This is an optimization exercise on Yosys and OpenROAD, whose aim is a short achievable clock period and few clock cycles, not a production implementation. In this exercise RTL edits were held to simulation tests only and were not proved equivalent to the original. No activity file was given, so power comes from the tool's default toggle rates.

--- flow/run.sh ---
#!/bin/bash
# synth_recipe.tcl (not shown) runs the flow's synth.tcl, then flattens the netlist and writes it again
# the make line also repeats each setting of config.mk as NAME=value (left out here)
make -C /OpenROAD-flow-scripts/flow DESIGN_CONFIG=/design/flow/config.mk WORK_HOME=/design/flow/orfs CLKGATE_MAP_FILE= SYNTH_SCRIPT=/design/flow/synth_recipe.tcl finish
--- flow/constraint.sdc ---
create_clock -name core_clock -period 11.0 [get_ports {CLK}]
set_input_delay 2.2000 -clock core_clock [delete_from_list [all_inputs] [get_ports {CLK}]]
set_output_delay 2.2000 -clock core_clock [all_outputs]
set_load 0.01 [all_outputs]
--- flow/design.v ---
`timescale 1ns / 1ps
module Mux_2a1_32bits(           
    input  Control,              
    input [31:0] Entrada_0,      
    input [31:0] Entrada_1,      
    output reg [31:0] Salida     
    );
    always @(*)                              
		case(Control)                        
			1'b0: Salida <= Entrada_0;       
			1'b1: Salida <= Entrada_1;       
		endcase
endmodule
`timescale 1ns / 1ps
module Mux_2a1_5bits(            
    input  Control,              
    input [4:0] Entrada_0,       
    input [4:0] Entrada_1,       
    output reg [4:0] Salida      
    );
    always @(*)                            
		case(Control)                      
			1'b0: Salida <= Entrada_0;     
			1'b1: Salida <= Entrada_1;     
		endcase
endmodule
`timescale 1ns / 1ps
module Mux_4a1_32bits(           
    input [1:0] Control,         
    input [31:0] Entrada_0,      
    input [31:0] Entrada_1,      
    input [31:0] Entrada_10,     
    input [31:0] Entrada_11,     
    output reg [31:0] Salida     
    );
    always @(*)                              
		case(Control)                        
			2'b00: Salida <= Entrada_0;      
			2'b01: Salida <= Entrada_1;      
			2'b10: Salida <= Entrada_10;     
			2'b11: Salida <= Entrada_11;     
		endcase
endmodule
`timescale 1ns / 1ps
module SignExtend_8_32(          
    input [7:0] Entrada,         
    input Signo,                 
    output reg [31:0] Salida     
    );
    always @(*) begin
        if (Signo==1) begin
            if (Entrada[7]==1) begin                             
                Salida[31:8] <= 24'b111111111111111111111111;    
                Salida[7:0] <= Entrada[7:0];                     
            end
            else begin                                           
                Salida[31:8] <= 24'b000000000000000000000000;    
                Salida[7:0] <= Entrada[7:0];                     
            end
        end
        else begin
            Salida[31:6] <= 24'b000000000000000000000000;            
            Salida[7:0] <= Entrada[7:0];                             
        end
    end
endmodule
`timescale 1ns / 1ps
module SignExtend_12_32(         
    input [11:0] Entrada,        
    output reg [31:0] Salida     
    );
    always @(*) begin                                
        if (Entrada[11]==1) begin                        
            Salida[31:12] <= 20'b11111111111111111111;    
            Salida[11:0] <= Entrada[11:0];               
        end
        else begin                                       
            Salida[31:12] <= 20'b00000000000000000000;    
            Salida[11:0] <= Entrada[11:0];               
        end
    end
endmodule
`timescale 1ns / 1ps
module SignExtend_13_32(         
    input [12:0] Entrada,        
    output reg [31:0] Salida     
    );
    always @(*) begin                                    
        if (Entrada[12]==1) begin                        
            Salida[31:13] <= 19'b1111111111111111111;    
            Salida[12:0] <= Entrada[12:0];               
        end
        else begin                                       
            Salida[31:13] <= 19'b0000000000000000000;    
            Salida[12:0] <= Entrada[12:0];               
        end
    end
endmodule
`timescale 1ns / 1ps
module SignExtend_16_32(         
    input [15:0] Entrada,        
    input Signo,                
    output reg [31:0] Salida     
    );
    always @(*) begin                                    
        if (Signo==1) begin
            if (Entrada[15]==1) begin                    
                Salida[31:16] <= 16'b1111111111111111;   
                Salida[15:0] <= Entrada[15:0];           
            end
            else begin                                   
                Salida[31:16] <= 16'b000000000000000;    
                Salida[15:0] <= Entrada[15:0];           
            end
        end
    else begin
        Salida[31:16] <= 16'b000000000000000;    
        Salida[15:0] <= Entrada[15:0];           
        end
    end
endmodule
`timescale 1ns / 1ps
module SignExtend_20_32(         
    input [19:0] Entrada,        
    output reg [31:0] Salida     
    );
    always @(*) begin                                
        if (Entrada[19]==1) begin                    
            Salida[31:21] <= 11'b11111111111;        
            Salida[20:0] <= {Entrada[19:0], 1'b0};  
        end
        else begin                                   
            Salida[31:21] <= 11'b00000000000;        
            Salida[20:0] <= {Entrada[19:0], 1'b0};  
        end
    end
endmodule
`timescale 1ns / 1ps
module SignExtend_U(
    input [19:0] Entrada,        
    output reg [31:0] Salida     
    );
    always @(*) begin            
        Salida = {Entrada, 12'b0};    
    end
endmodule
`timescale 1ns / 1ps
module PC_ALU(
	input [31:0] A,     
	input [31:0] B,     
	output reg [31:0] ALU_out   
    );
    always @(*) begin    
        ALU_out=A+B;     
		end
endmodule
`timescale 1ns / 1ps
module RegPC(               
    output reg [31:0] Q,    
    input [31:0] D,         
    input Reset,            
    input CLK               
    );
always @(posedge CLK)       
begin
	if (Reset)
	    Q <= 32'd0;
	else
	    Q <= D;                 
end
endmodule
`timescale 1ns / 1ps
module Banco_Registros(          
    input CLK,                   
    input [4:0] rs2,             
    input [4:0] rs1,             
    input [4:0] rd,              
    input [31:0] di,             
    input wre,                   
    input Reset,
    output reg [31:0] do2,       
    output reg [31:0] do1        
    );
    integer i;
    reg [31:0] registers[31:0];  
	always @(posedge CLK)begin      
	   if(Reset)begin               
	       for(i=0; i<32; i=i+1)    
               registers[i] <= 0;   
	   end
	   else if(wre && rd != 5'd0) begin   
		  registers[rd]<=di;       
		  end
	   end
	always @(*) begin               
	   do2 = (rs2 == 5'd0) ? 32'd0 : registers[rs2];        
	   do1 = (rs1 == 5'd0) ? 32'd0 : registers[rs1];        
	   end
endmodule
`timescale 1ns / 1ps
module Main_ALU(
    input [4:0] Control,            
	input [31:0] A,                 
	input [31:0] B,                 
	output reg [31:0] ALU_out,      
	output reg Flag                 
    );
    always @(*) begin
        ALU_out=32'd0;                  
        Flag=1'b0;
		case (Control)   
			  5'b00000:  
			  begin
			     ALU_out=$signed(A)+$signed(B);
			  end
			  5'b00001:  
			  begin
			     ALU_out=$signed(A)-$signed(B);
			  end
			  5'b00010:  
			  begin
			     ALU_out=A<<B[4:0];
			  end
			  5'b00011:  
			  begin
                if ($signed(A)<$signed(B)) begin
                    ALU_out=32'd1;
                end
                else begin
                    ALU_out=32'd0;
                end
			  end
			  5'b00100:  
			  begin
			     if (A<B) begin
                    ALU_out=32'd1;
                 end
                 else begin
                    ALU_out=32'd0;
                 end
			  end
			  5'b00101:  
			  begin
			     ALU_out=A^B;
			  end
			  5'b00110:  
			  begin
			     ALU_out=A>>B[4:0];
			  end
			  5'b00111:  
			  begin
			     ALU_out=$signed(A)>>>B[4:0];
			  end
			  5'b01000:  
			  begin
			     ALU_out=A|B;
			  end
	          5'b01001:  
	          begin
	             ALU_out=A&B;
	          end
		      5'b01010:  
		      begin
		          ALU_out=B;
		      end
		      5'b01011:  
		      begin
		          if (A==B) begin
		              ALU_out=32'd1;
		              Flag=1;
		          end
		          else begin
		              ALU_out=32'd0;
		              Flag=0;
		          end
		      end
		      5'b01100:  
		      begin
		          if (A!=B) begin
		              ALU_out=32'd1;
		              Flag=1;
		          end
		          else begin
		              ALU_out=32'd0;
		              Flag=0;
		          end
		      end
		      5'b01101:  
		      begin
		          if ($signed(A)<$signed(B)) begin
		              ALU_out=32'd1;
		              Flag=1;
		          end
		          else begin
		              ALU_out=32'd0;
		              Flag=0;
		          end
		      end
		      5'b01110:  
		      begin
		          if ($signed(A)>=$signed(B)) begin
		              ALU_out=32'd1;
		              Flag=1;
		          end
		          else begin
		              ALU_out=32'd0;
		              Flag=0;
		          end
		      end
		      5'b01111:  
		      begin
		          if (A<B) begin
		              ALU_out=32'd1;
		              Flag=1;
		          end
		          else begin
		              ALU_out=32'd0;
		              Flag=0;
		          end
		      end
		      5'b10000:  
		      begin
			     if (A>=B) begin
			          ALU_out=32'd1;
		              Flag=1;
		          end
		          else begin
		              ALU_out=32'd0;
		              Flag=0;
		          end
		      end
		      default: ;
		      endcase
		end
endmodule
`timescale 1ns / 1ps
module Unidad_de_Control(
    input [6:0] opcode,  
	input [6:0] funct7,  
	input [2:0] funct3,  
	output reg wre,     
	output reg [1:0] muxsa,     
	output reg [1:0] muxsb,     
	output reg muximm,  
	output reg [4:0] aluop,     
	output reg [3:0] wme,   
	output reg su,  
	output reg [1:0] muxlm,   
	output reg jrj,     
	output reg [1:0] jrw,     
	output reg [1:0] pcsel  
    );
    always @(*) begin
    wre = 1'b0;
    muxsa = 2'b00;
    muxsb = 2'b00;
    muximm = 1'b0;
    aluop = 5'b00000;
    wme = 4'b0000;
    su = 1'b0;
    muxlm = 2'b10;
    jrj = 1'b0;
    jrw = 2'b00;
    pcsel = 2'b00;
    case (opcode)
        7'b0000011:  
        begin
        wre = 1'b1;
        jrw = 2'b01;
            case (funct3)    
                3'b000: begin  
                    su = 1'b1;
                    muxlm = 2'b01;
                end
                3'b001: begin  
                    su = 1'b1;
                    muxlm = 2'b00;
                end
                3'b010: begin  
                    su = 1'b1;
                    muxlm = 2'b10;
                end
                3'b100: begin  
                    su = 1'b0;
                    muxlm = 2'b01;
                end
                3'b101: begin  
                    su = 1'b0;
                    muxlm = 2'b00;
                end
                default: begin
                    su = 1'b0;
                    muxlm = 2'b10;
                end
            endcase 
        end
        7'b0010011:  
        begin
        wre = 1'b1;
            case (funct3)    
                3'b000: aluop = 5'b00000;  
                3'b001: aluop = 5'b00010;  
                3'b010: aluop = 5'b00011;  
                3'b011: aluop = 5'b00100;  
                3'b100: aluop = 5'b00101;  
                3'b101: aluop = funct7[5] ? 5'b00111 : 5'b00110;  
                3'b110: aluop = 5'b01000;  
                default: aluop = 5'b01001;  
            endcase 
        end
        7'b0100011:  
        begin
        muximm = 1'b1;
            case (funct3)    
                3'b000: wme = 4'b0001;    
                3'b001: wme = 4'b0011;    
                3'b010: wme = 4'b1111;    
                default: wme = 4'b0000;
            endcase
        end
        7'b0110011:  
        begin
        wre = 1'b1;
        muxsb = 2'b01;
            case (funct3)       
                3'b000: aluop = funct7[5] ? 5'b00001 : 5'b00000;  
                3'b001: aluop = 5'b00010;  
                3'b010: aluop = 5'b00011;  
                3'b011: aluop = 5'b00100;  
                3'b100: aluop = 5'b00101;  
                3'b101: aluop = funct7[5] ? 5'b00111 : 5'b00110;  
                3'b110: aluop = 5'b01000;  
                default: aluop = 5'b01001;  
            endcase
        end
        7'b1100011:  
        begin
        muxsb = 2'b01;
        pcsel = 2'b01;
            case (funct3)        
                3'b000: aluop = 5'b01011;  
                3'b001: aluop = 5'b01100;  
                3'b100: aluop = 5'b01101;  
                3'b101: aluop = 5'b01110;  
                3'b110: aluop = 5'b01111;  
                3'b111: aluop = 5'b10000;  
                default: aluop = 5'b00000;
            endcase
        end
        7'b0010111:  
        begin
        wre = 1'b1;
        muxsa = 2'b10;
        muxsb = 2'b10;
        end
        7'b0110111:  
        begin
        wre = 1'b1;
        muxsa = 2'b11;
        muxsb = 2'b10;
        aluop = 5'b01010;
        end
        7'b1100111:  
        begin
        wre = 1'b1;
        jrj = 1'b1;
        jrw = 2'b10;
        end
        7'b1101111:  
        begin
        wre = 1'b1;
        jrw = 2'b10;
        pcsel = 2'b10;
        end
        default: ;
    endcase
    end
endmodule
`timescale 1ns / 1ps
module Microprocesador(
    input CLK,
    input Reset,
    output [31:0] imem_addr,
    input  [31:0] imem_rdata,
    output [31:0] dmem_addr,
    output [31:0] dmem_wdata,
    output [3:0]  dmem_wstrb,
    input  [31:0] dmem_rdata
    );
    wire Flag, wre, SU, muximm, jrj;
    wire [31:0] INST, MemHalfWord, MemByte, RegPCIn, RegPCOut, BranchPC, JalPC, PCAluIn, Condtomuxalu, PCAluOut, PCPlus4, Uout, do1, AluA, AluB, di, Imm32, do2, MainOut, MemWord, MemData, DataOut, ImmOrU;
    wire [1:0] pcsel, muxlm, muxsa, muxsb, jrw;
    wire [19:0] JalIn, UIn;
    wire [12:0] BranchIn;
    wire [11:0] Cin12;
    wire [4:0] Imm5, aluop;
    wire [7:0] dout0;
    wire [15:0] HalfWord;
    wire [3:0] wme;
    assign imem_addr = RegPCOut;
    assign INST = imem_rdata;
    Unidad_de_Control UC (
        .opcode(INST[6:0]),
	    .funct7(INST[31:25]),
	    .funct3(INST[14:12]),
	    .wre(wre),
	    .muxsa(muxsa),
	    .muxsb(muxsb),
	    .muximm(muximm),
	    .aluop(aluop),
	    .wme(wme),
	    .su(SU),
	    .muxlm(muxlm),
	    .jrj(jrj),
	    .jrw(jrw),
	    .pcsel(pcsel)
    );
    Mux_2a1_32bits MuxJRJ (
        .Control(jrj),
        .Entrada_0(PCAluOut),
        .Entrada_1({MainOut[31:1], 1'b0}),
        .Salida(RegPCIn)
    );
    RegPC RegPC (
        .Q(RegPCOut),
        .D(RegPCIn),
        .Reset(Reset),
        .CLK(CLK)
    );
    Mux_2a1_32bits Condicion (
        .Control(Flag),
        .Entrada_0(32'd4),
        .Entrada_1(BranchPC),
        .Salida(Condtomuxalu)
    );
    Mux_4a1_32bits MuxPCALU (
        .Control(pcsel),
        .Entrada_0(32'd4),
        .Entrada_1(Condtomuxalu),
        .Entrada_10(JalPC),
        .Entrada_11(32'd4),
        .Salida(PCAluIn)
    );
    assign JalIn = {INST[31],INST[19:12],INST[20],INST[30:21]};
    SignExtend_20_32 SignJal (
        .Entrada(JalIn),
        .Salida(JalPC)
    );
    assign BranchIn = {INST[31],INST[7],INST[30:25],INST[11:8], 1'b0};
    SignExtend_13_32 Branch (
        .Entrada(BranchIn),
        .Salida(BranchPC)
    );
    PC_ALU PCAlu (
        .A(RegPCOut),
	    .B(PCAluIn),
	    .ALU_out(PCAluOut)
    );
    PC_ALU PCAlu4 (
        .A(RegPCOut),
	    .B(32'd4),
	    .ALU_out(PCPlus4)
    );
    Banco_Registros BancoRegistros (  
        .CLK(CLK),
        .rs2(INST[24:20]),
        .rs1(INST[19:15]),
        .rd(INST[11:7]),
        .di(di),
        .wre(wre),
        .Reset(Reset),
        .do2(do2),
        .do1(do1)
    );
    assign UIn = INST[31:12];
    SignExtend_U ExtensorU (
        .Entrada(UIn),
        .Salida(Uout)
    );
    Mux_2a1_5bits MuxInmediato (  
        .Control(muximm),
        .Entrada_0(INST[24:20]),
        .Entrada_1(INST[11:7]),
        .Salida(Imm5)
    );
    assign Cin12 = {INST[31:25], Imm5};
    SignExtend_12_32 ExtensorImm (
        .Entrada(Cin12),  
        .Salida(Imm32)   
    );
    Mux_4a1_32bits MainAluA (
        .Control(muxsa),
        .Entrada_0(do1),
        .Entrada_1(do1),
        .Entrada_10(RegPCOut),
        .Entrada_11(32'd0),
        .Salida(AluA)
    );
    Mux_4a1_32bits MainAluB (
        .Control(muxsb),
        .Entrada_0(Imm32),
        .Entrada_1(do2),
        .Entrada_10(Uout),
        .Entrada_11(32'd0),
        .Salida(AluB)
    );
    Main_ALU MainAlu (
        .Control(aluop),
	    .A(AluA),
	    .B(AluB),
	    .ALU_out(MainOut),
	    .Flag(Flag)
    );
    assign dmem_addr = MainOut;
    assign dmem_wstrb = Reset ? 4'b0000 :
                        (wme == 4'b0001) ? (4'b0001 << MainOut[1:0]) :
                        (wme == 4'b0011) ? (MainOut[1] ? 4'b1100 : 4'b0011) :
                        wme;
    assign dmem_wdata = (wme == 4'b0001) ? {4{do2[7:0]}} :
                        (wme == 4'b0011) ? {2{do2[15:0]}} :
                        do2;
    assign MemWord = dmem_rdata >> {MainOut[1:0], 3'b000};
    assign dout0 = MemWord[7:0];
    SignExtend_8_32 ExtensorByte (
        .Entrada(dout0), 
        .Salida(MemByte),    
        .Signo(SU)
    );
    assign HalfWord = MemWord[15:0];
    SignExtend_16_32 ExtensorHalfWord (
        .Entrada(HalfWord), 
        .Salida(MemHalfWord),    
        .Signo(SU)
    );
    Mux_4a1_32bits MuxMemOutput (
        .Control(muxlm),
        .Entrada_0(MemHalfWord),
        .Entrada_1(MemByte),
        .Entrada_10(MemWord),
        .Entrada_11(32'd0),
        .Salida(MemData)
    );
    Mux_4a1_32bits MuxWR (
        .Control(jrw),
        .Entrada_0(MainOut),
        .Entrada_1(MemData),
        .Entrada_10(PCPlus4),
        .Entrada_11(32'd0),
        .Salida(di)
    );
endmodule
--- flow/config.mk ---
export PLATFORM = sky130hd
export DESIGN_NAME = Microprocesador
export DESIGN_NICKNAME = Microprocesador
export VERILOG_FILES = /design/flow/design.v
export SDC_FILE = /design/flow/constraint.sdc
export NUM_CORES = 4
export LEC_CHECK = 0
export ABC_CLOCK_PERIOD_IN_PS = 6000
export CAP_MARGIN = 20
export CORE_MARGIN = 2
export CORE_UTILIZATION = 40
export PLACE_DENSITY = 0.6
export SETUP_SLACK_MARGIN = 3
export SLEW_MARGIN = 20
export TNS_END_PERCENT = 20
==> run_results.csv, run 1 <==
group,metric,value,unit
power_and_ir_drop,swShare,0.352,
global_route,grt_overflow,0,
timing,relSlewSlack,0.209,
synthesis,ys_seq_area_frac,0.458,
run_status,status,"finished clean",
clock_tree,clk_pin_slew,0.06,ns
routing,vias,59628,
clock_tree,h-tree-depth,3,
critical_path,start_kind,"input port",
routing,drtIter0Drc,10220,
place,place_ws,0.0405,ns
hold_path,hp-class,"reg -> reg",
flow_run,maxCapViolCount,0,
synthesis,synth_mux_area_frac,0.217,
critical_path,worst-r2r-cell-count,34,
global_route,grt_pass1_vias,57063,
synthesis,synth-simple-area-share,0.135,
synthesis,synth_area_leaders,"edfxtp_1 (45%), mux4_2 (16%), nor2_1 (5.5%), mux2i_1 (4.9%), ha_1 (2.4%)",
place,place_congestion,1.08,
synthesis,synthArstFlopShare,0,
routing,drtAntennaViolNets,0,
routing,wirelength,331,mm
routing,wl_met1,110,mm
power_and_ir_drop,power.leakage,0.0310,uW
synthesis,yosys.area.top_type_share,0.449,
die,fp.dieH,418,um
power_and_ir_drop,switchingPower,4540,uW
synthesis,synth_common_cells,"edfxtp_1 (1024), nor2_1 (1013), mux4_2 (489)",
timing,setup_slack,0.974,ns
critical_path,crit_top_cell,"nor2_4",
clock_tree,cts_buffers,112,
finish,area_growth,23.4,%
synthesis,yosysMostFrequentCell,"edfxtp_1",
finish,fin_cells,8714,
synthesis,ys_types,112,
routing,wl_met2,142,mm
critical_path,rr_endpoint,"RegPC.Q[28]$_SDFF_PP0_",
synthesis,ys_ff_latch,1055,
global_route,grt_antenna_before_repair,27,
synthesis,synth-compound-area-share,0.108,
timing,setup_violations,0,
global_route,grt_pass1_wl,453,mm
place,hpwl,216,mm
synthesis,synth_top_family_by_area,"multiplexers",
finish,finalNetCount,6601,
routing,drc,0,
timing,layout_min_cycle_time,10.03,ns
clock_tree,cts_num_sinks,1055,
place,dp.cells,8254,
global_route,grt_usage,0.371,
timing,finClkSkew,0.0371,ns
critical_path,cp_max_fo,7,
die,io_pins,166,
synthesis,synth_xor_area_frac,0.00933,
synthesis,synth_warnings,14,
clock_tree,cts_hold_buf,0,
critical_path,required,8.80,ns
critical_path,r2r-start,"BancoRegistros.registers[23][13]$_SDFFCE_PN0P_",
power_and_ir_drop,power_frac_seq,0.358,
power_and_ir_drop,p_per_area,153,nW/um^2
die,die-area,175000,um^2
clock_tree,cts_buffer_depth,3,
synthesis,netlist_area,68500,um^2
timing,hold_viol,0,
hold_path,holdPathEnd,"RegPC.Q[30]$_SDFF_PP0_",
clock_tree,root_buffer,"clkbuf_16",
synthesis,avgSynthCellArea,11.5,um^2
synthesis,synth_enable_flop_cells,1024,
routing,top_layer,"met5",
routing,routed_via_density,6.84,
critical_path,reg2reg_slack,3.11,ns
clock_tree,cts_tree,"built",
critical_path,cp-end-kind,"output port",
critical_path,critPathMaxStageDelay,0.53,ns
timing,post-route-period-util,0.911,
timing,worstMarginPinSlew,1.17,ns
power_and_ir_drop,clock_power_share,0.309,
hold_path,hold_depth,4,
die,core-area,170000,um^2
synthesis,ys.flop_type,"edfxtp_1",
timing,maxSlewViolCount,0,
place,place.port_buffers,164,
routing,firstDrtPassIters,8,
critical_path,cp_slowest_cell,"or4_4",
routing,wl_met3,47.5,mm
clock_tree,clk_latency,0.78,ns
power_and_ir_drop,ir_drop,0.127,mV
power_and_ir_drop,power,12900,uW
routing,wl_per_cell,38.0,um
power_and_ir_drop,p_comb_frac,0.332,
synthesis,synth.largest_area_cell,"edfxtp_1",
die,fp.dieW,418,um
critical_path,worstSetupPathType,"in -> out",
timing,rsz0062_at_grt,"yes",
timing,fmax,99.7,MHz
timing,tns,0,ns
die,num_rows,151,
global_route,grt_max_degree,65,
power_and_ir_drop,internal_power,8380,uW
critical_path,critical_path_arrival,7.83,ns
synthesis,syn_inst,5939,
synthesis,synthAdderAreaFrac,0.0253,
hold_path,min_from,"RegPC.Q[30]$_SDFF_PP0_",
die,initial_core_util,0.404,
finish,drive_gt1_frac,0.332,
## critical path: cells and delay by family
kind	cells	cell delay [ns]
muxes	3	1.26
and+or+nand+nor	8	2.07
buffers and inverters	7	0.85
AOI/OAI and AO/OA	7	1.10
adders and majority gates	1	0.31
## routing by layer
metal  vias up  GRT usage
met1     29474      0.447
met5         -     0.0108
met2      5192      0.550
met4        28      0.274
li1      23457          -
met3      1477      0.128
## power groups by stage
stage / Sequential, uW / Clock (uW) / Combinational, uW
final: 4630 / 4000 / 4290
after global routing: 4640 / 4150 / 4330
after CTS: 4630 / 3990 / 3880
after detailed placement: 4710 / 0 / 3520
after global placement: 4700 / 0 / 3520
after floorplan: 4680 / 0 / 1990
## cell type report
cell class                 count  area (um^2)
fill                       14902        85300
inverter                     136          529
antenna                        9         22.5
sequential                  1055        31400
clock inverter                72          882
clock buffer                 131         2900
timing repair buffer         866         8920
multi-input combinational   4227        37200
tap                         2218         2780
## logic make-up after synthesis
logic type / after synthesis
and+or+nand+nor: 2052
DFF: 1055
xor gates and xnor gates: 73
muxes: 869
adders and majority gates: 137
buffers and inverters: 690
other: 1
AOI/OAI and AO/OA: 1062
## timing repair
item | in CTS | in global routing
buffers inserted | 140 | 73
gates cloned | 30 | 4
gates resized for setup | 613 | 238
setup endpoints to repair | 1066 | 1057
pin swaps | 158 | 130
## cells in the final DEF, fill, tap and decap left out, types with 39 or more instances in the layout
cell type        count
a211oi_1            40
edfxtp_1          1024
o21ai_0            135
nor2_1             986
buf_4              533
mux4_2             489
clkbuf_16          117
a21oi_2             49
buf_6               69
nor2_2             136
nand2_2             46
nand3_1             81
clkdlybuf4s50_1    110
inv_1              114
buf_12              51
mux2i_1            312
ha_1                99
a21o_1              43
a22oi_1            130
a21oi_1            189
nor3_1             111
buf_16              39
nand2_1            348
## worst max-delay path by stage
stage / from / to / slack [ns]
floorplan: imem_rdata[20] / dmem_wstrb[2] / 0.61
global placement: imem_rdata[20] / dmem_wstrb[2] / 0.05
detailed placement: imem_rdata[20] / RegPC.Q[31]$_SDFF_PP0_ / 0.04
CTS: imem_rdata[20] / dmem_wstrb[0] / 1.12
global route: imem_rdata[20] / dmem_wstrb[3] / 0.87
finish: imem_rdata[20] / dmem_wstrb[0] / 0.97
## sequential cells by signal (all words and copies together), names as in the netlist
register / cells
RegPC.Q: 31
BancoRegistros.registers: 1024
## per-stage QoR
stage / util / hold slack, ns / area (um^2)
2_1_floorplan: - / 0.730 / 69200
3_3_place_gp: 0.442 / 0.817 / 75000
3_5_place_dp: 0.442 / 0.814 / 75000
4_1_cts: 0.488 / 0.825 / 83000
5_1_grt: 0.498 / 0.897 / 84600
6_report: 0.498 / 0.832 / 84600
Testbench counts, summed over its fixed seeds: cycles 31,218.
==> inputs of run 2 (changes only) <==
--- a/flow/design.v
+++ b/flow/design.v
@@ -487,165 +487,169 @@
     output [3:0]  dmem_wstrb,
     input  [31:0] dmem_rdata
     );
-    wire Flag, wre, SU, muximm, jrj;
-    wire [31:0] INST, MemHalfWord, MemByte, RegPCIn, RegPCOut, BranchPC, JalPC, PCAluIn, Condtomuxalu, PCAluOut, PCPlus4, Uout, do1, AluA, AluB, di, Imm32, do2, MainOut, MemWord, MemData, DataOut, ImmOrU;
-    wire [1:0] pcsel, muxlm, muxsa, muxsb, jrw;
-    wire [19:0] JalIn, UIn;
-    wire [12:0] BranchIn;
-    wire [11:0] Cin12;
-    wire [4:0] Imm5, aluop;
-    wire [7:0] dout0;
-    wire [15:0] HalfWord;
-    wire [3:0] wme;
-    assign imem_addr = RegPCOut;
-    assign INST = imem_rdata;
-    Unidad_de_Control UC (
-        .opcode(INST[6:0]),
-	    .funct7(INST[31:25]),
-	    .funct3(INST[14:12]),
-	    .wre(wre),
-	    .muxsa(muxsa),
-	    .muxsb(muxsb),
-	    .muximm(muximm),
-	    .aluop(aluop),
-	    .wme(wme),
-	    .su(SU),
-	    .muxlm(muxlm),
-	    .jrj(jrj),
-	    .jrw(jrw),
-	    .pcsel(pcsel)
-    );
-    Mux_2a1_32bits MuxJRJ (
-        .Control(jrj),
-        .Entrada_0(PCAluOut),
-        .Entrada_1({MainOut[31:1], 1'b0}),
-        .Salida(RegPCIn)
-    );
-    RegPC RegPC (
-        .Q(RegPCOut),
-        .D(RegPCIn),
-        .Reset(Reset),
-        .CLK(CLK)
-    );
-    Mux_2a1_32bits Condicion (
-        .Control(Flag),
-        .Entrada_0(32'd4),
-        .Entrada_1(BranchPC),
-        .Salida(Condtomuxalu)
-    );
-    Mux_4a1_32bits MuxPCALU (
-        .Control(pcsel),
-        .Entrada_0(32'd4),
-        .Entrada_1(Condtomuxalu),
-        .Entrada_10(JalPC),
-        .Entrada_11(32'd4),
-        .Salida(PCAluIn)
-    );
-    assign JalIn = {INST[31],INST[19:12],INST[20],INST[30:21]};
-    SignExtend_20_32 SignJal (
-        .Entrada(JalIn),
-        .Salida(JalPC)
-    );
-    assign BranchIn = {INST[31],INST[7],INST[30:25],INST[11:8], 1'b0};
-    SignExtend_13_32 Branch (
-        .Entrada(BranchIn),
-        .Salida(BranchPC)
-    );
-    PC_ALU PCAlu (
-        .A(RegPCOut),
-	    .B(PCAluIn),
-	    .ALU_out(PCAluOut)
-    );
-    PC_ALU PCAlu4 (
-        .A(RegPCOut),
-	    .B(32'd4),
-	    .ALU_out(PCPlus4)
-    );
-    Banco_Registros BancoRegistros (  
-        .CLK(CLK),
-        .rs2(INST[24:20]),
-        .rs1(INST[19:15]),
-        .rd(INST[11:7]),
-        .di(di),
-        .wre(wre),
-        .Reset(Reset),
-        .do2(do2),
-        .do1(do1)
-    );
-    assign UIn = INST[31:12];
-    SignExtend_U ExtensorU (
-        .Entrada(UIn),
-        .Salida(Uout)
-    );
-    Mux_2a1_5bits MuxInmediato (  
-        .Control(muximm),
-        .Entrada_0(INST[24:20]),
-        .Entrada_1(INST[11:7]),
-        .Salida(Imm5)
-    );
-    assign Cin12 = {INST[31:25], Imm5};
-    SignExtend_12_32 ExtensorImm (
-        .Entrada(Cin12),  
-        .Salida(Imm32)   
-    );
-    Mux_4a1_32bits MainAluA (
-        .Control(muxsa),
-        .Entrada_0(do1),
-        .Entrada_1(do1),
-        .Entrada_10(RegPCOut),
-        .Entrada_11(32'd0),
-        .Salida(AluA)
-    );
-    Mux_4a1_32bits MainAluB (
-        .Control(muxsb),
-        .Entrada_0(Imm32),
-        .Entrada_1(do2),
-        .Entrada_10(Uout),
-        .Entrada_11(32'd0),
-        .Salida(AluB)
-    );
-    Main_ALU MainAlu (
-        .Control(aluop),
-	    .A(AluA),
-	    .B(AluB),
-	    .ALU_out(MainOut),
-	    .Flag(Flag)
-    );
-    assign dmem_addr = MainOut;
-    assign dmem_wstrb = Reset ? 4'b0000 :
-                        (wme == 4'b0001) ? (4'b0001 << MainOut[1:0]) :
-                        (wme == 4'b0011) ? (MainOut[1] ? 4'b1100 : 4'b0011) :
-                        wme;
-    assign dmem_wdata = (wme == 4'b0001) ? {4{do2[7:0]}} :
-                        (wme == 4'b0011) ? {2{do2[15:0]}} :
-                        do2;
-    assign MemWord = dmem_rdata >> {MainOut[1:0], 3'b000};
-    assign dout0 = MemWord[7:0];
-    SignExtend_8_32 ExtensorByte (
-        .Entrada(dout0), 
-        .Salida(MemByte),    
-        .Signo(SU)
-    );
-    assign HalfWord = MemWord[15:0];
-    SignExtend_16_32 ExtensorHalfWord (
-        .Entrada(HalfWord), 
-        .Salida(MemHalfWord),    
-        .Signo(SU)
-    );
-    Mux_4a1_32bits MuxMemOutput (
-        .Control(muxlm),
-        .Entrada_0(MemHalfWord),
-        .Entrada_1(MemByte),
-        .Entrada_10(MemWord),
-        .Entrada_11(32'd0),
-        .Salida(MemData)
-    );
-    Mux_4a1_32bits MuxWR (
-        .Control(jrw),
-        .Entrada_0(MainOut),
-        .Entrada_1(MemData),
-        .Entrada_10(PCPlus4),
-        .Entrada_11(32'd0),
-        .Salida(di)
-    );
+    reg [31:0] pc;
+    reg        d_v;
+    reg [31:0] d_ir, d_pc;
+    reg        e_v;
+    reg [31:0] e_a, e_b, e_sd, e_alt;
+    reg        e_fa, e_fb, e_fs;
+    reg [4:0]  e_rd;
+    reg        e_wr, e_ld, e_st, e_br, e_jalr, e_sub, e_pt;
+    reg [2:0]  e_f3;
+    reg        e_s_add, e_s_sll, e_s_sr, e_s_sra, e_s_slt, e_s_sltu, e_s_xor, e_s_or, e_s_and, e_s_pass;
+    reg        e_c_eq, e_c_lt, e_c_ltu, e_c_inv;
+    reg [31:0] m_res, m_wdata;
+    reg [3:0]  m_wstrb;
+    reg [4:0]  m_rd;
+    reg        m_wr, m_ld;
+    reg [2:0]  m_f3;
+    reg [31:0] w_res;
+    reg [4:0]  w_rd;
+    reg        w_wr;
+    reg [31:0] rf [1:31];
+    assign imem_addr  = pc;
+    assign dmem_addr  = m_res;
+    assign dmem_wdata = m_wdata;
+    assign dmem_wstrb = m_wstrb;
+    wire [6:0] op  = d_ir[6:0];
+    wire [2:0] f3  = d_ir[14:12];
+    wire [4:0] rd  = d_ir[11:7];
+    wire [4:0] rs1 = d_ir[19:15];
+    wire [4:0] rs2 = d_ir[24:20];
+    wire op_lui   = (op == 7'b0110111);
+    wire op_auipc = (op == 7'b0010111);
+    wire op_jal   = (op == 7'b1101111);
+    wire op_jalr  = (op == 7'b1100111);
+    wire op_br    = (op == 7'b1100011);
+    wire op_ld    = (op == 7'b0000011);
+    wire op_st    = (op == 7'b0100011);
+    wire op_imm   = (op == 7'b0010011);
+    wire op_reg   = (op == 7'b0110011);
+    wire use1 = ~(op_lui | op_auipc | op_jal);
+    wire use2 = op_reg | op_st | op_br;
+    wire wr_d = (op_lui | op_auipc | op_jal | op_jalr | op_ld | op_imm | op_reg) && (rd != 5'd0);
+    wire [31:0] immI = {{20{d_ir[31]}}, d_ir[31:20]};
+    wire [31:0] immS = {{20{d_ir[31]}}, d_ir[31:25], d_ir[11:7]};
+    wire [31:0] immB = {{19{d_ir[31]}}, d_ir[31], d_ir[7], d_ir[30:25], d_ir[11:8], 1'b0};
+    wire [31:0] immU = {d_ir[31:12], 12'b0};
+    wire [31:0] immJ = {{11{d_ir[31]}}, d_ir[31], d_ir[19:12], d_ir[20], d_ir[30:21], 1'b0};
+    wire [31:0] d_tgt  = d_pc + (op_jal ? immJ : op_auipc ? immU : immB);
+    wire [31:0] d_pc4  = d_pc + 32'd4;
+    wire        d_pt   = op_jal | (op_br & d_ir[31]);
+    wire hz_e = e_ld && e_wr && ((use1 && rs1 == e_rd) || (use2 && rs2 == e_rd));
+    wire hz_m = m_ld && m_wr && ((use1 && rs1 == m_rd) || (use2 && rs2 == m_rd));
+    wire stall = d_v && (hz_e || hz_m);
+    wire [31:0] rf1 = (rs1 == 5'd0) ? 32'd0 : rf[rs1];
+    wire [31:0] rf2 = (rs2 == 5'd0) ? 32'd0 : rf[rs2];
+    wire fe1 = e_wr && rs1 == e_rd;
+    wire fe2 = e_wr && rs2 == e_rd;
+    wire [31:0] r1 = (m_wr && rs1 == m_rd) ? m_res : (w_wr && rs1 == w_rd) ? w_res : rf1;
+    wire [31:0] r2 = (m_wr && rs2 == m_rd) ? m_res : (w_wr && rs2 == w_rd) ? w_res : rf2;
+    wire [31:0] A  = e_fa ? m_res : e_a;
+    wire [31:0] B  = e_fb ? m_res : e_b;
+    wire [31:0] SD = e_fs ? m_res : e_sd;
+    wire [32:0] sum33 = {1'b0, A} + {1'b0, B ^ {32{e_sub}}} + {32'd0, e_sub};
+    wire [31:0] sum   = sum33[31:0];
+    wire        ltu   = ~sum33[32];
+    wire        lt    = (A[31] ^ B[31]) ? A[31] : sum[31];
+    wire        eq    = (A == B);
+    wire [31:0] shl = A << B[4:0];
+    wire [31:0] shr = {{32{e_s_sra & A[31]}}, A} >> B[4:0];
+    wire [31:0] ex_res = ({32{e_s_add}}  & sum)
+                       | ({32{e_s_sll}}  & shl)
+                       | ({32{e_s_sr}}   & shr)
+                       | ({32{e_s_slt}}  & {31'd0, lt})
+                       | ({32{e_s_sltu}} & {31'd0, ltu})
+                       | ({32{e_s_xor}}  & (A ^ B))
+                       | ({32{e_s_or}}   & (A | B))
+                       | ({32{e_s_and}}  & (A & B))
+                       | ({32{e_s_pass}} & e_alt);
+    wire taken   = (e_c_eq & eq) | (e_c_lt & lt) | (e_c_ltu & ltu);
+    wire redir   = (e_br & (taken ^ e_c_inv)) | e_jalr;
+    wire [31:0] redir_pc = e_jalr ? {sum[31:1], 1'b0} : e_alt;
+    wire [3:0] strb = (e_f3[1:0] == 2'b00) ? (4'b0001 << sum[1:0]) :
+                      (e_f3[1:0] == 2'b01) ? (sum[1] ? 4'b1100 : 4'b0011) : 4'b1111;
+    wire [31:0] lw = dmem_rdata >> {m_res[1:0], 3'b000};
+    wire [31:0] ld_val = (m_f3[1:0] == 2'b00) ? {{24{lw[7]  & ~m_f3[2]}}, lw[7:0]} :
+                         (m_f3[1:0] == 2'b01) ? {{16{lw[15] & ~m_f3[2]}}, lw[15:0]} : lw;
+    integer i;
+    always @(posedge CLK) begin
+        if (Reset) begin
+            pc   <= 32'd0;
+            d_v  <= 1'b0;
+            e_v  <= 1'b0;
+            e_wr <= 1'b0; e_ld <= 1'b0; e_st <= 1'b0; e_br <= 1'b0; e_jalr <= 1'b0;
+            m_wr <= 1'b0; m_ld <= 1'b0; m_wstrb <= 4'b0000;
+            w_wr <= 1'b0;
+        end else begin
+            if (redir)
+                pc <= redir_pc;
+            else if (!stall)
+                pc <= (d_v && d_pt) ? d_tgt : pc + 32'd4;
+            if (redir)
+                d_v <= 1'b0;
+            else if (!stall)
+                d_v <= !(d_v && d_pt);
+            if (!stall) begin
+                d_ir <= imem_rdata;
+                d_pc <= pc;
+            end
+            begin : idex
+                reg v;
+                v = d_v && !stall && !redir;
+                e_v    <= v;
+                e_wr   <= v && wr_d;
+                e_ld   <= v && op_ld;
+                e_st   <= v && op_st;
+                e_br   <= v && op_br;
+                e_jalr <= v && op_jalr;
+            end
+            e_rd  <= rd;
+            e_f3  <= f3;
+            e_fa  <= use1 && fe1;
+            e_fb  <= (op_reg || op_br) && fe2;
+            e_fs  <= fe2;
+            e_a   <= r1;
+            e_b   <= (op_reg || op_br) ? r2 : op_st ? immS : immI;
+            e_sd  <= r2;
+            e_alt <= (op_lui) ? immU : (op_auipc) ? d_tgt :
+                     (op_br && d_ir[31]) ? d_pc4 : op_br ? d_tgt : d_pc4;
+            e_pt  <= d_pt;
+            e_sub <= op_br || (op_reg && f3 == 3'b000 && d_ir[30]) ||
+                     ((op_reg || op_imm) && f3[2:1] == 2'b01);
+            e_s_add  <= op_ld || op_st || ((op_reg || op_imm) && f3 == 3'b000);
+            e_s_sll  <= (op_reg || op_imm) && f3 == 3'b001;
+            e_s_sr   <= (op_reg || op_imm) && f3 == 3'b101;
+            e_s_sra  <= d_ir[30];
+            e_s_slt  <= (op_reg || op_imm) && f3 == 3'b010;
+            e_s_sltu <= (op_reg || op_imm) && f3 == 3'b011;
+            e_s_xor  <= (op_reg || op_imm) && f3 == 3'b100;
+            e_s_or   <= (op_reg || op_imm) && f3 == 3'b110;
+            e_s_and  <= (op_reg || op_imm) && f3 == 3'b111;
+            e_s_pass <= op_lui || op_auipc || op_jal || op_jalr;
+            e_c_eq   <= f3[2:1] == 2'b00;
+            e_c_lt   <= f3[2:1] == 2'b10;
+            e_c_ltu  <= f3[2:1] == 2'b11;
+            e_c_inv  <= f3[0] ^ (op_br & d_ir[31]);
+            m_wr    <= e_wr;
+            m_ld    <= e_ld;
+            m_rd    <= e_rd;
+            m_f3    <= e_f3;
+            m_res   <= ex_res;
+            m_wstrb <= e_st ? strb : 4'b0000;
+            m_wdata <= (e_f3[1:0] == 2'b00) ? {4{SD[7:0]}} :
+                       (e_f3[1:0] == 2'b01) ? {2{SD[15:0]}} : SD;
+            w_wr  <= m_wr;
+            w_rd  <= m_rd;
+            w_res <= m_ld ? ld_val : m_res;
+        end
+    end
+    always @(posedge CLK) begin
+        if (Reset) begin
+            for (i = 1; i < 32; i = i + 1)
+                rf[i] <= 32'd0;
+        end else if (w_wr) begin
+            rf[w_rd] <= w_res;
+        end
+    end
 endmodule
==> flow/config.mk (replaced) <==
export PLATFORM = sky130hd
export DESIGN_NAME = Microprocesador
export DESIGN_NICKNAME = Microprocesador
export VERILOG_FILES = /design/flow/design.v
export SDC_FILE = /design/flow/constraint.sdc
export NUM_CORES = 4
export LEC_CHECK = 0
export ABC_CLOCK_PERIOD_IN_PS = 3000
export CAP_MARGIN = 20
export CORE_MARGIN = 2
export CORE_UTILIZATION = 40
export PLACE_DENSITY = 0.6
export SETUP_SLACK_MARGIN = 5
export SLEW_MARGIN = 20
export TNS_END_PERCENT = 100
==> run_results.csv, run 2 <==
group,metric,value,unit
synthesis,ys.flop_type,"edfxtp_1",
power_and_ir_drop,p_per_area,164,nW/um^2
timing,relSlewSlack,0.224,
finish,area_growth,12.4,%
die,num_rows,165,
place,place_congestion,1.01,
global_route,grt_antenna_before_repair,28,
timing,setup_violations,0,
timing,hold_viol,0,
critical_path,critical_path_arrival,6.49,ns
synthesis,synth_enable_flop_cells,1351,
clock_tree,clk_latency,0.87,ns
hold_path,min_from,"e_f3[2]$_DFFE_PN_",
timing,worstMarginPinSlew,1.16,ns
global_route,grt_pass1_wl,432,mm
finish,fin_cells,9030,
synthesis,netlist_area,81800,um^2
place,place.port_buffers,165,
critical_path,rr_endpoint,"pc[8]$_SDFFE_PP0P_",
synthesis,synth.largest_area_cell,"edfxtp_1",
die,fp.dieH,456,um
clock_tree,h-tree-depth,4,
finish,finalNetCount,6422,
critical_path,crit_top_cell,"buf_4",
routing,drc,0,
die,initial_core_util,0.403,
timing,layout_min_cycle_time,5.79,ns
hold_path,hp-class,"reg -> reg",
global_route,grt_pass1_vias,56063,
synthesis,synth_common_cells,"edfxtp_1 (1351), and2_1 (1009), mux4_2 (640)",
timing,maxSlewViolCount,0,
die,io_pins,166,
timing,setup_slack,5.21,ns
timing,fmax,173,MHz
finish,mostFrequentLayoutCells,"edfxtp_1 (1351), and2_1 (1009), mux4_2 (640), nor2_1 (355), nand2_1 (332)",
clock_tree,cts_tree,"built",
critical_path,cp_slowest_cell,"nor4_1",
global_route,grt_overflow,0,
timing,rsz0062_at_grt,"no",
power_and_ir_drop,ir_drop,0.179,mV
routing,vias,57295,
hold_path,holdPathEnd,"m_f3[2]$_DFFE_PN_",
place,place_ws,5.39,ns
synthesis,synth_area_leaders,"edfxtp_1 (50%), mux4_2 (18%), and2_1 (7.7%), mux2i_1 (2.3%), clkbuf_1 (2.2%)",
timing,post-route-period-util,0.526,
clock_tree,cts_buffer_depth,3,
routing,drtIter0Drc,8721,
critical_path,r2r-start,"e_fa$_DFFE_PN_",
synthesis,synthArstFlopShare,0,
finish,largest_register,"rf",
hold_path,hold_depth,0,
run_status,status,"finished clean",
die,core-area,203000,um^2
flow_run,maxCapViolCount,0,
power_and_ir_drop,power.leakage,0.0330,uW
routing,wirelength,309,mm
routing,firstDrtPassIters,7,
critical_path,cp-end-kind,"register",
critical_path,critPathMaxStageDelay,0.90,ns
die,die-area,208000,um^2
timing,tns,0,ns
synthesis,ys_ff_latch,1406,
synthesis,ys_seq_area_frac,0.510,
timing,finClkSkew,0.0953,ns
clock_tree,clk_pin_slew,0.06,ns
routing,routed_via_density,6.34,
synthesis,syn_inst,6284,
synthesis,yosysMostFrequentCell,"edfxtp_1",
place,dp.cells,8727,
critical_path,worst-r2r-cell-count,14,
synthesis,yosys.area.top_type_share,0.496,
place,hpwl,204,mm
finish,final_util,0.453,
clock_tree,root_buffer,"clkbuf_16",
power_and_ir_drop,power,15100,uW
synthesis,ys_types,88,
critical_path,reg2reg_slack,5.21,ns
critical_path,worstSetupPathType,"reg -> reg",
clock_tree,cts_setup_buffers,0,
critical_path,required,11.70,ns
synthesis,synth_warnings,1,
critical_path,cp_max_fo,71,
global_route,grt_usage,0.292,
global_route,grt_max_degree,158,
die,fp.dieW,456,um
finish,final_common_cell,"edfxtp_1",
critical_path,start_kind,"register",
synthesis,avgSynthCellArea,13.0,um^2
finish,largest_register_ffs,1024,
clock_tree,cts_num_sinks,1406,
clock_tree,cts_buffers,159,
routing,drtAntennaViolNets,0,
critical_path,cp_cell_sequence,"buf_4 -> mux2i_1 -> ha_1 -> nor4_1 -> nand4_1 -> nor3_1 -> a211oi_1 -> o221ai_1 -> a311o_1 -> nor4_2 -> and3b_2 -> buf_4 -> mux2_2 -> o31ai_1",
finish,drive_gt1_frac,0.200,
routing,wl_per_cell,34.3,um
==> run 2: cell count changes after synthesis, moves of 117 or more <==
cell | previous run | this run
nor2_2 | 120 | 0
edfxtp_1 | 1024 | 1351
a22oi_1 | 147 | 19
mux4_2 | 489 | 640
buf_2 | 126 | 9
mux2i_1 | 333 | 191
and2_1 | 22 | 1009
nor2_1 | 1013 | 389
clkbuf_1 | 295 | 471
==> run 2: metal layers <==
layer,share of wire,track usage
met5,0.00034,0
met4,0.051,0.134
met3,0.11,0.0595
met2,0.46,0.455
met1,0.38,0.392
==> run 2: through the flow <==
step / hold WS (ns) / cell area, um^2
5_1_grt: 0.454 / 91900
4_1_cts: 0.426 / 91700
3_5_place_dp: 0.411 / 86600
2_1_floorplan: 0.400 / 81800
6_report: 0.425 / 91900
3_3_place_gp: 0.407 / 86600
==> run 2: worst max path at each step <==
stage               slack, ns  depth (start not counted)                       to      startpoint
detailed placement       5.39                         18      pc[21]$_SDFFE_PP0P_  e_fb$_DFFE_PN_
floorplan                5.23                          6  rf[28][0]$_SDFFCE_PN0P_           Reset
CTS                      5.38                         18       pc[8]$_SDFFE_PP0P_  e_fb$_DFFE_PN_
global placement         5.40                         18      pc[21]$_SDFFE_PP0P_  e_fb$_DFFE_PN_
global route             5.11                         18       pc[8]$_SDFFE_PP0P_  e_fb$_DFFE_PN_
finish                   5.21                         14       pc[8]$_SDFFE_PP0P_  e_fa$_DFFE_PN_
==> run 2: critical path, delay by kind of cell, from the launching register on <==
| family | cells | cell delay, ns |
|---|---|---|
| buffers and inverters | 2 | 1.20 |
| flip-flops | 1 | 0.32 |
| AND/OR/NAND/NOR | 5 | 1.92 |
| AO/OA/AOI/OAI | 4 | 0.58 |
| multiplexers | 2 | 1.10 |
| adder cells (fa/ha/maj) | 1 | 0.39 |
==> run 2: report_power, final <==
group	internal (uW)	switching, uW	total [uW]
Sequential	6160	317	6470
Combinational	1210	2080	3290
Clock	2980	2340	5320
==> run 2: layout make-up <==
| cell class | count | area (um^2) |
|---|---|---|
| sequential | 1406 | 41700 |
| inverter | 94 | 360 |
| antenna | 3 | 7.51 |
| clock inverter | 87 | 886 |
| clock buffer | 202 | 4230 |
| multi-input combinational | 4212 | 38100 |
| timing repair buffer | 354 | 3270 |
| tap | 2672 | 3340 |
| fill | 17994 | 111000 |
==> run 2: repair_timing <==
| action | 4_1_cts | 5_1_grt |
|---|---|---|
| hold buffers | 0 | 0 |
| endpoints found under the setup margin | 0 | 1 |
| resized for setup | 0 | 1 |
==> run 2: logic make-up after synthesis <==
| family | after synthesis | synth area share |
|---|---|---|
| muxes | 941 | 0.215 |
| adders and majority gates | 129 | 0.0198 |
| buffers and inverters | 666 | 0.0311 |
| xor gates and xnor gates | 171 | 0.0183 |
| AOI/OAI and AO/OA | 929 | 0.0727 |
| DFF | 1406 | 0.510 |
| and+or+nand+nor | 2042 | 0.134 |
Testbench counts of run 2, summed over its fixed seeds: cycles 35,747.
==> inputs of run 3 (changes only) <==
--- a/flow/design.v
+++ b/flow/design.v
@@ -487,18 +487,19 @@
     output [3:0]  dmem_wstrb,
     input  [31:0] dmem_rdata
     );
-    reg [31:0] pc;
-    reg        d_v;
+    reg [11:2] fpc;      
+    reg [31:0] pc;       
+    reg        d_v, d_pt;
     reg [31:0] d_ir, d_pc;
     reg        e_v;
-    reg [31:0] e_a, e_b, e_sd, e_alt;
+    reg [31:0] e_a, e_b, e_bx, e_sd, e_alt;
     reg        e_fa, e_fb, e_fs;
     reg [4:0]  e_rd;
-    reg        e_wr, e_ld, e_st, e_br, e_jalr, e_sub, e_pt;
+    reg        e_wr, e_ld, e_st, e_br, e_jalr, e_sub;
     reg [2:0]  e_f3;
     reg        e_s_add, e_s_sll, e_s_sr, e_s_sra, e_s_slt, e_s_sltu, e_s_xor, e_s_or, e_s_and, e_s_pass;
     reg        e_c_eq, e_c_lt, e_c_ltu, e_c_inv;
-    reg [31:0] m_res, m_wdata;
+    reg [31:0] m_res, m_addr, m_wdata;
     reg [3:0]  m_wstrb;
     reg [4:0]  m_rd;
     reg        m_wr, m_ld;
@@ -507,10 +508,16 @@
     reg [4:0]  w_rd;
     reg        w_wr;
     reg [31:0] rf [1:31];
-    assign imem_addr  = pc;
-    assign dmem_addr  = m_res;
+    assign imem_addr  = {20'd0, fpc, 2'b00};
+    assign dmem_addr  = m_addr;
     assign dmem_wdata = m_wdata;
     assign dmem_wstrb = m_wstrb;
+    wire [6:0]  f_op   = imem_rdata[6:0];
+    wire        f_jal  = (f_op == 7'b1101111);
+    wire        f_bbk  = (f_op == 7'b1100011) && imem_rdata[31];
+    wire [11:2] f_tJ   = fpc + {imem_rdata[20], imem_rdata[30:22]};
+    wire [11:2] f_tB   = fpc + {imem_rdata[7], imem_rdata[30:25], imem_rdata[11:9]};
+    wire [11:2] f_next = f_jal ? f_tJ : f_bbk ? f_tB : fpc + 10'd1;
     wire [6:0] op  = d_ir[6:0];
     wire [2:0] f3  = d_ir[14:12];
     wire [4:0] rd  = d_ir[11:7];
@@ -525,34 +532,46 @@
     wire op_st    = (op == 7'b0100011);
     wire op_imm   = (op == 7'b0010011);
     wire op_reg   = (op == 7'b0110011);
+    wire op_alu   = op_reg | op_imm;
     wire use1 = ~(op_lui | op_auipc | op_jal);
-    wire use2 = op_reg | op_st | op_br;
-    wire wr_d = (op_lui | op_auipc | op_jal | op_jalr | op_ld | op_imm | op_reg) && (rd != 5'd0);
+    wire useb = op_reg | op_br;             
+    wire use2 = useb | op_st;
+    wire wr_d = (op_lui | op_auipc | op_jal | op_jalr | op_ld | op_alu) && (rd != 5'd0);
+    wire sub_d = op_br || (op_reg && f3 == 3'b000 && d_ir[30]) || (op_alu && f3[2:1] == 2'b01);
     wire [31:0] immI = {{20{d_ir[31]}}, d_ir[31:20]};
     wire [31:0] immS = {{20{d_ir[31]}}, d_ir[31:25], d_ir[11:7]};
     wire [31:0] immB = {{19{d_ir[31]}}, d_ir[31], d_ir[7], d_ir[30:25], d_ir[11:8], 1'b0};
     wire [31:0] immU = {d_ir[31:12], 12'b0};
     wire [31:0] immJ = {{11{d_ir[31]}}, d_ir[31], d_ir[19:12], d_ir[20], d_ir[30:21], 1'b0};
-    wire [31:0] d_tgt  = d_pc + (op_jal ? immJ : op_auipc ? immU : immB);
+    wire [31:0] d_tgt  = d_pc + (op_auipc ? immU : immB);
     wire [31:0] d_pc4  = d_pc + 32'd4;
-    wire        d_pt   = op_jal | (op_br & d_ir[31]);
-    wire hz_e = e_ld && e_wr && ((use1 && rs1 == e_rd) || (use2 && rs2 == e_rd));
+    wire [31:0] d_tgtp = d_pc + (op_jal ? immJ : immB);    
+    wire [31:0] pc_f   = (d_v && d_pt) ? d_tgtp : pc;                
+    wire fe1 = e_wr && rs1 == e_rd;
+    wire fe2 = e_wr && rs2 == e_rd;
+    wire hz_e = e_ld && ((use1 && fe1) || (use2 && fe2));
     wire hz_m = m_ld && m_wr && ((use1 && rs1 == m_rd) || (use2 && rs2 == m_rd));
-    wire stall = d_v && (hz_e || hz_m);
+    wire hz_2 = use1 && fe1 && useb && fe2;
+    wire stall = d_v && (hz_e || hz_m || hz_2);
     wire [31:0] rf1 = (rs1 == 5'd0) ? 32'd0 : rf[rs1];
     wire [31:0] rf2 = (rs2 == 5'd0) ? 32'd0 : rf[rs2];
-    wire fe1 = e_wr && rs1 == e_rd;
-    wire fe2 = e_wr && rs2 == e_rd;
     wire [31:0] r1 = (m_wr && rs1 == m_rd) ? m_res : (w_wr && rs1 == w_rd) ? w_res : rf1;
     wire [31:0] r2 = (m_wr && rs2 == m_rd) ? m_res : (w_wr && rs2 == w_rd) ? w_res : rf2;
+    wire [31:0] bsel = useb ? r2 : op_st ? immS : immI;
+    wire [32:0] s0 = {1'b0, e_a}   + {1'b0, e_bx} + {32'd0, e_sub};
+    wire [32:0] s1 = {1'b0, m_res} + {1'b0, e_bx} + {32'd0, e_sub};
+    wire [32:0] s2 = {1'b0, e_a}   + {1'b0, m_res ^ {32{e_sub}}} + {32'd0, e_sub};
+    wire [32:0] s  = e_fa ? s1 : e_fb ? s2 : s0;
+    wire [31:0] sum = s[31:0];
+    wire eq0 = &(e_a ^ e_bx);        
+    wire eq1 = &(m_res ^ e_bx);
+    wire eq2 = (e_a == m_res);
+    wire eq  = e_fa ? eq1 : e_fb ? eq2 : eq0;
     wire [31:0] A  = e_fa ? m_res : e_a;
     wire [31:0] B  = e_fb ? m_res : e_b;
     wire [31:0] SD = e_fs ? m_res : e_sd;
-    wire [32:0] sum33 = {1'b0, A} + {1'b0, B ^ {32{e_sub}}} + {32'd0, e_sub};
-    wire [31:0] sum   = sum33[31:0];
-    wire        ltu   = ~sum33[32];
-    wire        lt    = (A[31] ^ B[31]) ? A[31] : sum[31];
-    wire        eq    = (A == B);
+    wire        ltu = ~s[32];
+    wire        lt  = (A[31] ^ B[31]) ? A[31] : sum[31];
     wire [31:0] shl = A << B[4:0];
     wire [31:0] shr = {{32{e_s_sra & A[31]}}, A} >> B[4:0];
     wire [31:0] ex_res = ({32{e_s_add}}  & sum)
@@ -569,31 +588,33 @@
     wire [31:0] redir_pc = e_jalr ? {sum[31:1], 1'b0} : e_alt;
     wire [3:0] strb = (e_f3[1:0] == 2'b00) ? (4'b0001 << sum[1:0]) :
                       (e_f3[1:0] == 2'b01) ? (sum[1] ? 4'b1100 : 4'b0011) : 4'b1111;
-    wire [31:0] lw = dmem_rdata >> {m_res[1:0], 3'b000};
+    wire [31:0] lw = dmem_rdata >> {m_addr[1:0], 3'b000};
     wire [31:0] ld_val = (m_f3[1:0] == 2'b00) ? {{24{lw[7]  & ~m_f3[2]}}, lw[7:0]} :
                          (m_f3[1:0] == 2'b01) ? {{16{lw[15] & ~m_f3[2]}}, lw[15:0]} : lw;
-    integer i;
     always @(posedge CLK) begin
         if (Reset) begin
+            fpc  <= 10'd0;
             pc   <= 32'd0;
+            d_pt <= 1'b0;
             d_v  <= 1'b0;
             e_v  <= 1'b0;
             e_wr <= 1'b0; e_ld <= 1'b0; e_st <= 1'b0; e_br <= 1'b0; e_jalr <= 1'b0;
             m_wr <= 1'b0; m_ld <= 1'b0; m_wstrb <= 4'b0000;
             w_wr <= 1'b0;
         end else begin
-            if (redir)
-                pc <= redir_pc;
-            else if (!stall)
-                pc <= (d_v && d_pt) ? d_tgt : pc + 32'd4;
+            if (redir) begin
+                fpc <= redir_pc[11:2];
+                pc  <= redir_pc;
+            end else if (!stall) begin
+                fpc <= f_next;
+                pc  <= pc_f + 32'd4;
+            end
+            if (!stall)
+                d_pt <= f_jal | f_bbk;
             if (redir)
                 d_v <= 1'b0;
             else if (!stall)
-                d_v <= !(d_v && d_pt);
-            if (!stall) begin
-                d_ir <= imem_rdata;
-                d_pc <= pc;
-            end
+                d_v <= 1'b1;
             begin : idex
                 reg v;
                 v = d_v && !stall && !redir;
@@ -604,48 +625,57 @@
                 e_br   <= v && op_br;
                 e_jalr <= v && op_jalr;
             end
-            e_rd  <= rd;
-            e_f3  <= f3;
-            e_fa  <= use1 && fe1;
-            e_fb  <= (op_reg || op_br) && fe2;
-            e_fs  <= fe2;
-            e_a   <= r1;
-            e_b   <= (op_reg || op_br) ? r2 : op_st ? immS : immI;
-            e_sd  <= r2;
-            e_alt <= (op_lui) ? immU : (op_auipc) ? d_tgt :
-                     (op_br && d_ir[31]) ? d_pc4 : op_br ? d_tgt : d_pc4;
-            e_pt  <= d_pt;
-            e_sub <= op_br || (op_reg && f3 == 3'b000 && d_ir[30]) ||
-                     ((op_reg || op_imm) && f3[2:1] == 2'b01);
-            e_s_add  <= op_ld || op_st || ((op_reg || op_imm) && f3 == 3'b000);
-            e_s_sll  <= (op_reg || op_imm) && f3 == 3'b001;
-            e_s_sr   <= (op_reg || op_imm) && f3 == 3'b101;
-            e_s_sra  <= d_ir[30];
-            e_s_slt  <= (op_reg || op_imm) && f3 == 3'b010;
-            e_s_sltu <= (op_reg || op_imm) && f3 == 3'b011;
-            e_s_xor  <= (op_reg || op_imm) && f3 == 3'b100;
-            e_s_or   <= (op_reg || op_imm) && f3 == 3'b110;
-            e_s_and  <= (op_reg || op_imm) && f3 == 3'b111;
-            e_s_pass <= op_lui || op_auipc || op_jal || op_jalr;
-            e_c_eq   <= f3[2:1] == 2'b00;
-            e_c_lt   <= f3[2:1] == 2'b10;
-            e_c_ltu  <= f3[2:1] == 2'b11;
-            e_c_inv  <= f3[0] ^ (op_br & d_ir[31]);
             m_wr    <= e_wr;
             m_ld    <= e_ld;
-            m_rd    <= e_rd;
-            m_f3    <= e_f3;
-            m_res   <= ex_res;
             m_wstrb <= e_st ? strb : 4'b0000;
-            m_wdata <= (e_f3[1:0] == 2'b00) ? {4{SD[7:0]}} :
-                       (e_f3[1:0] == 2'b01) ? {2{SD[15:0]}} : SD;
-            w_wr  <= m_wr;
-            w_rd  <= m_rd;
-            w_res <= m_ld ? ld_val : m_res;
+            w_wr    <= m_wr;
         end
     end
     always @(posedge CLK) begin
-        if (Reset) begin
+        if (!stall) begin
+            d_ir <= imem_rdata;
+            d_pc <= pc_f;
+        end
+        e_rd  <= rd;
+        e_f3  <= f3;
+        e_fa  <= use1 && fe1;
+        e_fb  <= useb && fe2;
+        e_fs  <= fe2;
+        e_a   <= r1;
+        e_b   <= bsel;
+        e_bx  <= bsel ^ {32{sub_d}};
+        e_sd  <= r2;
+        e_alt <= op_lui ? immU : op_auipc ? d_tgt :
+                 (op_br && !d_pt) ? d_tgt : d_pc4;
+        e_sub <= sub_d;
+        e_s_add  <= op_ld || op_st || (op_alu && f3 == 3'b000);
+        e_s_sll  <= op_alu && f3 == 3'b001;
+        e_s_sr   <= op_alu && f3 == 3'b101;
+        e_s_sra  <= d_ir[30];
+        e_s_slt  <= op_alu && f3 == 3'b010;
+        e_s_sltu <= op_alu && f3 == 3'b011;
+        e_s_xor  <= op_alu && f3 == 3'b100;
+        e_s_or   <= op_alu && f3 == 3'b110;
+        e_s_and  <= op_alu && f3 == 3'b111;
+        e_s_pass <= op_lui || op_auipc || op_jal || op_jalr;
+        e_c_eq   <= f3[2:1] == 2'b00;
+        e_c_lt   <= f3[2:1] == 2'b10;
+        e_c_ltu  <= f3[2:1] == 2'b11;
+        e_c_inv  <= f3[0] ^ d_pt;
+        m_rd    <= e_rd;
+        m_f3    <= e_f3;
+        m_res   <= ex_res;
+        m_addr  <= sum;
+        m_wdata <= (e_f3[1:0] == 2'b00) ? {4{SD[7:0]}} :
+                   (e_f3[1:0] == 2'b01) ? {2{SD[15:0]}} : SD;
+        w_rd  <= m_rd;
+        w_res <= m_ld ? ld_val : m_res;
+    end
+    reg rst_q;
+    always @(posedge CLK) rst_q <= Reset;
+    integer i;
+    always @(posedge CLK) begin
+        if (rst_q) begin
             for (i = 1; i < 32; i = i + 1)
                 rf[i] <= 32'd0;
         end else if (w_wr) begin
==> flow/flow/run.sh (new file) <==
#!/bin/bash
set -euo pipefail
bash standard.sh SETUP_SLACK_MARGIN=7.7 TNS_END_PERCENT=100 ABC_CLOCK_PERIOD_IN_PS=3000 finish > standard_flow.log 2>&1
==> flow/standard.sh (new file) <==
#!/bin/bash
# synth_recipe.tcl (not shown) runs the flow's synth.tcl, then flattens the netlist and writes it again
# the make line also repeats each setting of config.mk as NAME=value (left out here)
make -C /OpenROAD-flow-scripts/flow DESIGN_CONFIG=/design/flow/config.mk WORK_HOME=/design/flow/orfs CLKGATE_MAP_FILE= SYNTH_SCRIPT=/design/flow/synth_recipe.tcl "${@:-finish}"
removed: flow/run.sh
==> run_results.csv, run 3 <==
group,metric,value,unit
run_status,status,"finished clean",
power_and_ir_drop,power.leakage,0.0405,uW
timing,setup_violations,0,
routing,drtIter0Drc,8841,
timing,tns,0,ns
synthesis,synthArstFlopShare,0,
critical_path,required,11.76,ns
routing,drtAntennaViolNets,0,
finish,drive_gt1_frac,0.296,
power_and_ir_drop,p_per_area,145,nW/um^2
clock_tree,cts_buffers,168,
place,hpwl,219,mm
synthesis,synth_enable_flop_cells,1088,
timing,post-route-period-util,0.425,
routing,vias,66309,
finish,final_common_cell,"edfxtp_1",
synthesis,synth_warnings,1,
finish,mostFrequentLayoutCells,"edfxtp_1 (1088), and2_1 (1016), mux4_2 (640), nand2_1 (383), nor2_1 (382)",
hold_path,holdPathEnd,"m_f3[2]$_DFF_P_",
critical_path,rr_endpoint,"pc[20]$_SDFFE_PP0P_",
global_route,grt_usage,0.309,
die,core-area,217000,um^2
finish,largest_register,"rf",
hold_path,min_from,"e_f3[2]$_DFF_P_",
finish,fin_area,106000,um^2
critical_path,setup.worst_path.start,"d_ir[4]$_DFFE_PN_",
synthesis,synth_area_leaders,"edfxtp_1 (37%), mux4_2 (17%), dfxtp_1 (9.0%), and2_1 (7.3%), ha_1 (3.3%)",
synthesis,ys_types,100,
critical_path,reg2reg_slack,6.32,ns
timing,rsz0062_at_grt,"yes",
timing,maxSlewViolCount,0,
place,place_congestion,1.00,
routing,drc,0,
power_and_ir_drop,ir_drop,0.137,mV
hold_path,hp-class,"reg -> reg",
synthesis,ys_seq_area_frac,0.465,
die,initial_core_util,0.402,
synthesis,yosysMostFrequentCell,"edfxtp_1",
place,place.port_buffers,143,
critical_path,cp_max_fo,7,
clock_tree,root_buffer,"clkbuf_16",
clock_tree,clk_latency,0.85,ns
synthesis,synth_common_cells,"edfxtp_1 (1088), and2_1 (1018), mux4_2 (640)",
timing,setup_slack,6.32,ns
critical_path,start_kind,"register",
die,die-area,222000,um^2
die,fp.dieH,471,um
clock_tree,h-tree-depth,4,
synthesis,syn_inst,7366,
clock_tree,cts_tree,"built",
routing,wl_per_cell,33.2,um
synthesis,yosys.area.top_type_share,0.374,
place,placed_area,92100,um^2
critical_path,worstSetupPathType,"reg -> reg",
synthesis,ys.flop_type,"edfxtp_1",
synthesis,avgSynthCellArea,11.8,um^2
synthesis,ys_ff_latch,1482,
critical_path,worst-r2r-cell-count,22,
place,place_ws,5.56,ns
routing,firstDrtPassIters,6,
timing,layout_min_cycle_time,4.68,ns
global_route,grt_antenna_before_repair,19,
finish,fill_cells,18984,
hold_path,hold_depth,0,
timing,finClkSkew,0.0539,ns
critical_path,cp-end-kind,"register",
synthesis,netlist_area,87300,um^2
clock_tree,cts_num_sinks,1482,
finish,area_growth,21.5,%
die,num_rows,171,
global_route,grt_pass1_wl,489,mm
timing,hold_viol,0,
clock_tree,cts_hold_buf,0,
global_route,grt_overflow,0,
global_route,grt_pass1_vias,65118,
finish,finalNetCount,7929,
critical_path,critical_path_arrival,5.43,ns
clock_tree,clk_pin_slew,0.06,ns
routing,wirelength,353,mm
finish,largest_register_ffs,1024,
routing,routed_via_density,6.23,
clock_tree,cts_buffer_depth,3,
timing,fmax,214,MHz
flow_run,maxCapViolCount,0,
die,fp.dieW,471,um
die,io_pins,166,
synthesis,synth.largest_area_cell,"edfxtp_1",
critical_path,r2r-start,"d_ir[4]$_DFFE_PN_",
timing,relSlewSlack,0.269,
global_route,grt_max_degree,118,
timing,worstMarginPinSlew,1.10,ns
[run 3: layer usage]
| metal | up-vias | global-route usage | routed length [um] |
|---|---|---|---|
| met5 | - | 0 | 67 |
| met4 | 6 | 0.195 | 26200 |
| met3 | 965 | 0.0604 | 31300 |
| met2 | 3655 | 0.495 | 164000 |
| met1 | 33728 | 0.383 | 131000 |
| li1 | 27955 | - | - |
[run 3: cells by family (layout without fill, tap and decap cells)]
group | after synthesis | after routing | synth area share
compound gates | 1341 | 1341 | 0.0984
xor+xnor | 300 | 300 | 0.0301
fa+ha+maj | 241 | 241 | 0.0352
buf+inv | 813 | 1183 | 0.0366
flops | 1482 | 1482 | 0.465
mux | 887 | 887 | 0.195
other cells | 1 | 43 | 0.0000430
simple gates | 2301 | 2306 | 0.140
[run 3: layout make-up]
class / count / area (um^2) / share of cell area
multi-input cells: 5097 / 47400 / 0.447
flip-flops and latches: 1482 / 40800 / 0.384
repair buffers: 710 / 8170 / 0.0770
clock buffers: 237 / 4640 / 0.0437
well taps: 2854 / 3570 / 0.0337
clock inverters: 72 / 802 / 0.00756
inverters: 163 / 636 / 0.00599
diodes: 21 / 52.6 / 0.000495
repair inverters: 1 / 8.76 / 0.0000826
[run 3: where the power goes]
part / internal, uW / switching [uW] / leakage [uW]
registers: 6260 / 266 / 0.0146
logic: 1370 / 1830 / 0.0233
clock network: 3190 / 2460 / 0.00263
total: 10800 / 4560 / 0.0405
[run 3: worst max-delay path, stage by stage, from the launching register on]
cell       delay (ns)
edfxtp_1         0.49
nand2b_4         0.20
nor2_4           0.08
nand3_2          0.10
nor2_4           0.20
buf_6            0.14
mux2_4           0.32
ha_4             0.27
o211ai_1         0.09
buf_4            0.17
a211oi_4         0.24
o211ai_4         0.18
buf_6            0.16
a211o_1          0.32
nand3_4          0.10
nand4_4          0.11
or3_4            0.40
buf_4            0.16
nor4b_4          0.28
xnor2_1          0.13
a21oi_1          0.20
mux2i_1          0.10
o2bb2ai_1        0.15
[run 3: worst max-delay path by stage]
stage	endpoint	slack, ns	cells past startpoint
3_3_place_gp	fpc[11]$_SDFFE_PP0P_	5.47	18
2_1_floorplan	fpc[11]$_SDFFE_PP0P_	6.61	15
4_1_cts	pc[31]$_SDFFE_PP0P_	6.48	20
5_1_grt	pc[20]$_SDFFE_PP0P_	6.19	22
6_report	pc[20]$_SDFFE_PP0P_	6.32	22
3_5_place_dp	fpc[11]$_SDFFE_PP0P_	5.56	17
[run 3: metrics by stage]
step,util,hold WS [ns],instances,power [uW]
floorplan,-,0.310,7387,7960
global placement,0.425,0.318,9893,9130
detailed placement,0.425,0.324,9894,9150
CTS,0.477,0.338,10484,15200
global route,0.489,0.348,10630,15700
finish,0.489,0.335,10637,15400
[run 3: repair_timing]
item / CTS / global route
buffers inserted: 245 / 122
cloned: 36 / 10
pin swaps: 179 / 147
endpoints found under the setup margin: 984 / 558
resized for setup: 1026 / 319
Testbench counts of run 3, summed over its fixed seeds: cycles 34,309.

Setup slack of run 3, layout unchanged: 6.323 ns with ideal ports, 6.323 ns with driving cells assumed (clock clkbuf_16, inputs buf_2), 5.823 ns with port delays also shifted by the 0.903 ns mid clock arrival.
